Context: an optimization exercise on an open-source flow, tuned for small area, a short achievable clock period and few clock cycles per item. The choices shown serve that exercise and are no tape-out recipe.
Function was checked by simulation only, so behaviour that the tests miss may differ from the original.
No activity file was given, so power comes from the tool's default toggle rates.

==> flow/design.v <==
`timescale 1ns/1ps
module SBGCDCtrl (
  input      [31:0]   io_sb_SBaddress,
  input               io_sb_SBvalid,
  input      [31:0]   io_sb_SBwdata,
  input               io_sb_SBwrite,
  input      [3:0]    io_sb_SBsize,
  output              io_sb_SBready,
  output     [31:0]   io_sb_SBrdata,
  input               io_sel,
  output              io_irq,
  input               clk,
  input               reset
);
  wire        acc   = io_sb_SBvalid && io_sel;
  wire [7:0]  addr  = io_sb_SBaddress[7:0];
  wire        wr    = acc && io_sb_SBwrite;
  wire        rd    = acc && !io_sb_SBwrite;
  wire        wrA   = wr && (addr == 8'h00);
  wire        wrB   = wr && (addr == 8'h04);
  wire        wrGo  = wr && (addr == 8'h10);
  wire        start = wrGo && (io_sb_SBwdata == 32'h00000001);
  wire        rdRes = rd && (addr == 8'h08);
  reg  [31:0] regA;
  reg  [31:0] regB;
  reg         readyReg;
  reg         irqReg;
  reg         busy;      
  reg         resValid;  
  reg         reload;    
  reg         irqPrev;   
  reg         selA, selB, selR, selS;
  wire [31:0] nextA = wrA ? io_sb_SBwdata : regA;
  wire [31:0] nextB = wrB ? io_sb_SBwdata : regB;
  wire        load  = wrA || wrB || reload;
  reg  [31:0] x;
  reg  [31:0] y;
  reg  [4:0]  c;         
  reg         fin;       
  wire [31:0] xd = x ^ y;
  wire        eq = ~|xd;
  wire        ce = eq || fin;
  wire        done = ce && (c == 5'd0);
  wire        ex = ~x[0];
  wire        ey = ~y[0];
  wire        fresh  = busy && done;
  wire        irqNow = irqReg || fresh;
  wire [31:0] p = ~xd;
  wire [31:0] g = x & ~y;
  reg  [32:0] gc;
  reg  [32:0] pc;
  reg  [32:0] gt, pt;
  integer i, s;
  always @(*) begin
    gt = {g, 1'b0};
    pt = {p, 1'b1};
    for (s = 1; s < 33; s = s * 2) begin
      for (i = 2 * s - 1; i < 33; i = i + 2 * s) begin
        gt[i] = gt[i] | (pt[i] & gt[i - s]);
        pt[i] = pt[i] & pt[i - s];
      end
    end
    for (s = 16; s >= 1; s = s / 2) begin
      for (i = 3 * s - 1; i < 33; i = i + 2 * s) begin
        gt[i] = gt[i] | (pt[i] & gt[i - s]);
        pt[i] = pt[i] & pt[i - s];
      end
    end
    gc = gt;
    pc = pt;
  end
  wire [32:0] c1  = gc | pc;
  wire        neg = ~c1[32];
  wire [31:0] ad  = neg ? ~(p ^ gc[31:0]) : (p ^ c1[31:0]);
  wire [31:0] t = ex ? x : (ey ? y : xd);
  wire [2:0]  kz = t[1] ? 3'd1 : t[2] ? 3'd2 : t[3] ? 3'd3 : t[4] ? 3'd4 :
                   t[5] ? 3'd5 : t[6] ? 3'd6 : 3'd7;
  wire        both = ex && ey;
  wire [2:0]  k = both ? 3'd1 : kz;
  wire [31:0] w = ex ? x : (ey ? y : ad);
  wire [31:0] r = w >> k;
  wire        step  = !ce;
  wire        halfY = step && both;
  wire        dblX  = ce && (c != 5'd0);
  wire [31:0] keep  = ex ? y : (ey ? x : (neg ? x : y));
  always @(posedge clk) begin
    if (load) begin
      x   <= nextA;
      y   <= nextB;
      c   <= 5'd0;
      fin <= 1'b0;
    end else if (dblX) begin
      x   <= {x[30:0], 1'b0};
      c   <= c - 5'd1;
      fin <= 1'b1;
    end else if (step) begin
      x <= r;
      if (halfY) begin
        y <= {1'b0, y[31:1]};
        c <= c + 5'd1;
      end else begin
        y <= keep;
      end
    end
  end
  always @(posedge clk or posedge reset) begin
    if (reset) begin
      regA     <= 32'h00000000;
      regB     <= 32'h00000000;
      readyReg <= 1'b0;
      irqReg   <= 1'b0;
      busy     <= 1'b0;
      resValid <= 1'b0;
      reload   <= 1'b1;
      irqPrev  <= 1'b0;
      selA     <= 1'b0;
      selB     <= 1'b0;
      selR     <= 1'b0;
      selS     <= 1'b0;
    end else begin
      regA     <= nextA;
      regB     <= nextB;
      reload   <= 1'b0;
      readyReg <= acc;
      irqPrev  <= irqNow;
      selA     <= rd && (addr == 8'h00);
      selB     <= rd && (addr == 8'h04);
      selR     <= rdRes && (resValid || fresh);
      selS     <= rd && (addr == 8'h0c);
      if (start)
        busy <= 1'b1;
      else if (done)
        busy <= 1'b0;
      if (rdRes)
        irqReg <= 1'b0;
      else if (fresh)
        irqReg <= 1'b1;
      if (wrA || wrB || wrGo)
        resValid <= 1'b0;
      else if (fresh)
        resValid <= 1'b1;
    end
  end
  assign io_sb_SBready = readyReg;
  assign io_irq        = irqNow;
  assign io_sb_SBrdata = ({32{selA}} & regA) | ({32{selB}} & regB) |
                         ({32{selR}} & x) | {31'd0, selS & irqPrev};
endmodule
==> flow/config.mk <==
export PLATFORM = sky130hd
export DESIGN_NAME = SBGCDCtrl
export DESIGN_NICKNAME = SBGCDCtrl
export VERILOG_FILES = /design/flow/design.v
export SDC_FILE = /design/flow/constraint.sdc
export NUM_CORES = 4
export LEC_CHECK = 0
export CAP_MARGIN = 10
export CORE_MARGIN = 2
export CORE_UTILIZATION = 40
export CTS_BUF_LIST = sky130_fd_sc_hd__clkbuf_8
export PLACE_DENSITY = 0.7
export SETUP_SLACK_MARGIN = 5
export SLEW_MARGIN = 10
==> flow/constraint.sdc <==
create_clock -name core_clock -period 10.0 [get_ports {clk}]
set_input_delay 2.0000 -clock core_clock [delete_from_list [all_inputs] [get_ports {clk}]]
set_output_delay 2.0000 -clock core_clock [all_outputs]
set_load 0.01 [all_outputs]
standard.sh (not shown) runs the stock make flow with config.mk's settings and CLKGATE_MAP_FILE= SYNTH_SCRIPT=/design/flow/synth_recipe.tcl, a recipe that flattens the netlist after the stock synthesis.
==> flow/flow/run.sh <==
#!/bin/bash
# The standard layout (the standard.sh, standard synthesis included), with
# the port buffers made from sky130_fd_sc_hd__buf_1 instead of the buffer that
# buffer_ports picks by default (a slow, large delay buffer). Every port still
# gets its own buffer.
set -euo pipefail
export BUFFER_PORTS_ARGS="-buffer_cell sky130_fd_sc_hd__buf_1"
bash standard.sh > standard.log 2>&1
Testbench counts at the start, summed over its fixed seeds: cycles 35,714, items 2,400.
Change:
--- a/flow/config.mk
+++ b/flow/config.mk
@@ -8 +8 @@
-export CAP_MARGIN = 10
+export CAP_MARGIN = 20
@@ -11,2 +10,0 @@
-export CTS_BUF_LIST = sky130_fd_sc_hd__clkbuf_8
-export PLACE_DENSITY = 0.7
@@ -14 +12 @@
-export SLEW_MARGIN = 10
+export SLEW_MARGIN = 20
The changed run completed without violations. Die area stays the same. Non-clock buffer count came out higher by 8. Combinational power stays flat. Area after synthesis does not change. Via count came out lower slightly. Sequential power hardly moves. Worst setup slack barely changes. Final area came out higher slightly. Worst hold slack barely changes. Clock power came out higher by about a fifth.
Change:
--- a/flow/config.mk
+++ b/flow/config.mk
@@ -8 +8 @@
-export CAP_MARGIN = 20
+export CAP_MARGIN = 10
@@ -10,0 +11,2 @@
+export CTS_BUF_LIST = sky130_fd_sc_hd__clkbuf_8
+export PLACE_DENSITY = 0.8
@@ -12 +14 @@
-export SLEW_MARGIN = 20
+export SLEW_MARGIN = 10
After rerunning: Worst setup slack degrades by 0.037 ns. Design area fell by 4.0%. Synthesized area stays the same. Core utilization fell by 1.9 points. Cell count fell by 1.3%. Wire length fell by 8.7%.
Change:
--- a/flow/flow/run.sh
+++ b/flow/flow/run.sh
@@ -4,2 +4,2 @@
-# buffer_ports picks by default (a slow, large delay buffer). Every port still
-# gets its own buffer.
+# buffer_ports picks by default (a slow, large delay buffer), and timing repair
+# aiming at 5.3 ns of setup slack. Every port still gets its own buffer.
@@ -7,0 +8 @@
+export SETUP_SLACK_MARGIN=5.3
--- a/flow/config.mk
+++ b/flow/config.mk
@@ -13 +12,0 @@
-export SETUP_SLACK_MARGIN = 5
Clock skew stays flat.
Routed wire length rose by 6.0%.
Utilization rose by 3.9 points.
Setup slack gets better by 0.18 ns.
Global-route usage rose by 0.47 points.
Design area rose by 8.6%.
Area after synthesis stays the same.
Cell count rose by 3.4%.
Clock power fell by 11%.
Change:
--- a/flow/flow/run.sh
+++ b/flow/flow/run.sh
@@ -4,2 +4,2 @@
-# buffer_ports picks by default (a slow, large delay buffer), and timing repair
-# aiming at 5.3 ns of setup slack. Every port still gets its own buffer.
+# buffer_ports picks by default (a slow, large delay buffer). Every port still
+# gets its own buffer.
@@ -8 +7,0 @@
-export SETUP_SLACK_MARGIN=5.3
--- a/flow/config.mk
+++ b/flow/config.mk
@@ -12,0 +13 @@
+export SETUP_SLACK_MARGIN = 5
@@ -13,0 +15 @@
+export TNS_END_PERCENT = 0
Worst setup slack degrades by 0.22 ns.
Utilization goes down by 4.0 points.
Routed wire length goes down by 5.7%.
Change:
--- a/flow/config.mk
+++ b/flow/config.mk
@@ -12 +12 @@
-export PLACE_DENSITY = 0.8
+export PLACE_DENSITY = 0.9
@@ -15 +14,0 @@
-export TNS_END_PERCENT = 0
Effect:
- The changed run ran to the end with no violations
- final area grows by 0.86%
- critical path depth shrinks by 12
- global-route usage barely changes
- setup slack is better by 0.11 ns
- power grows by 3.1%
- clock-buffer cell count grows by 2
- non-clock buffer count grows by 3
- final cell count is about the same
- routed wire length hardly moves
- via count grows by 1.0%
- hold slack is better by 0.024 ns

[afterwards: timing with drivers on the ports]
The results above use ideal ports. As a check the final layouts listed here were re-extracted and re-timed, cells and wires unchanged.
Step 1 assumes that a clkbuf_16 drives the clock port and a buf_2 every other input.
Step 2 moves the port delays by t, midway between the first and last clock arrival at a register: inputs arrive t later, outputs are due t later. That takes back most of the time a late clock gives input paths.
Three values: ideal ports, drivers, drivers and shift; two values: the first two.
run	shift t [ns]	setup slack, ns	worst data-port slew with drivers (ns)
the first run	0.493	5.068 / 5.024 / 4.661	0.04
the second run	0.475	5.070 / 5.022 / 4.719	0.03
the third run	0.489	5.033 / 4.993 / 4.670	0.04
the fourth run	0.499	5.209 / 5.169 / 4.895	0.04
the fifth run	0.500	4.988 / 4.969 / 4.633	0.04
the sixth run	0.494	5.099 / 5.061 / 4.632	0.03
After both steps every run listed still meets setup and hold. For the sixth run, which loses most, drivers alone change the setup slack by -0.038 ns; drivers and shift together by -0.467 ns.
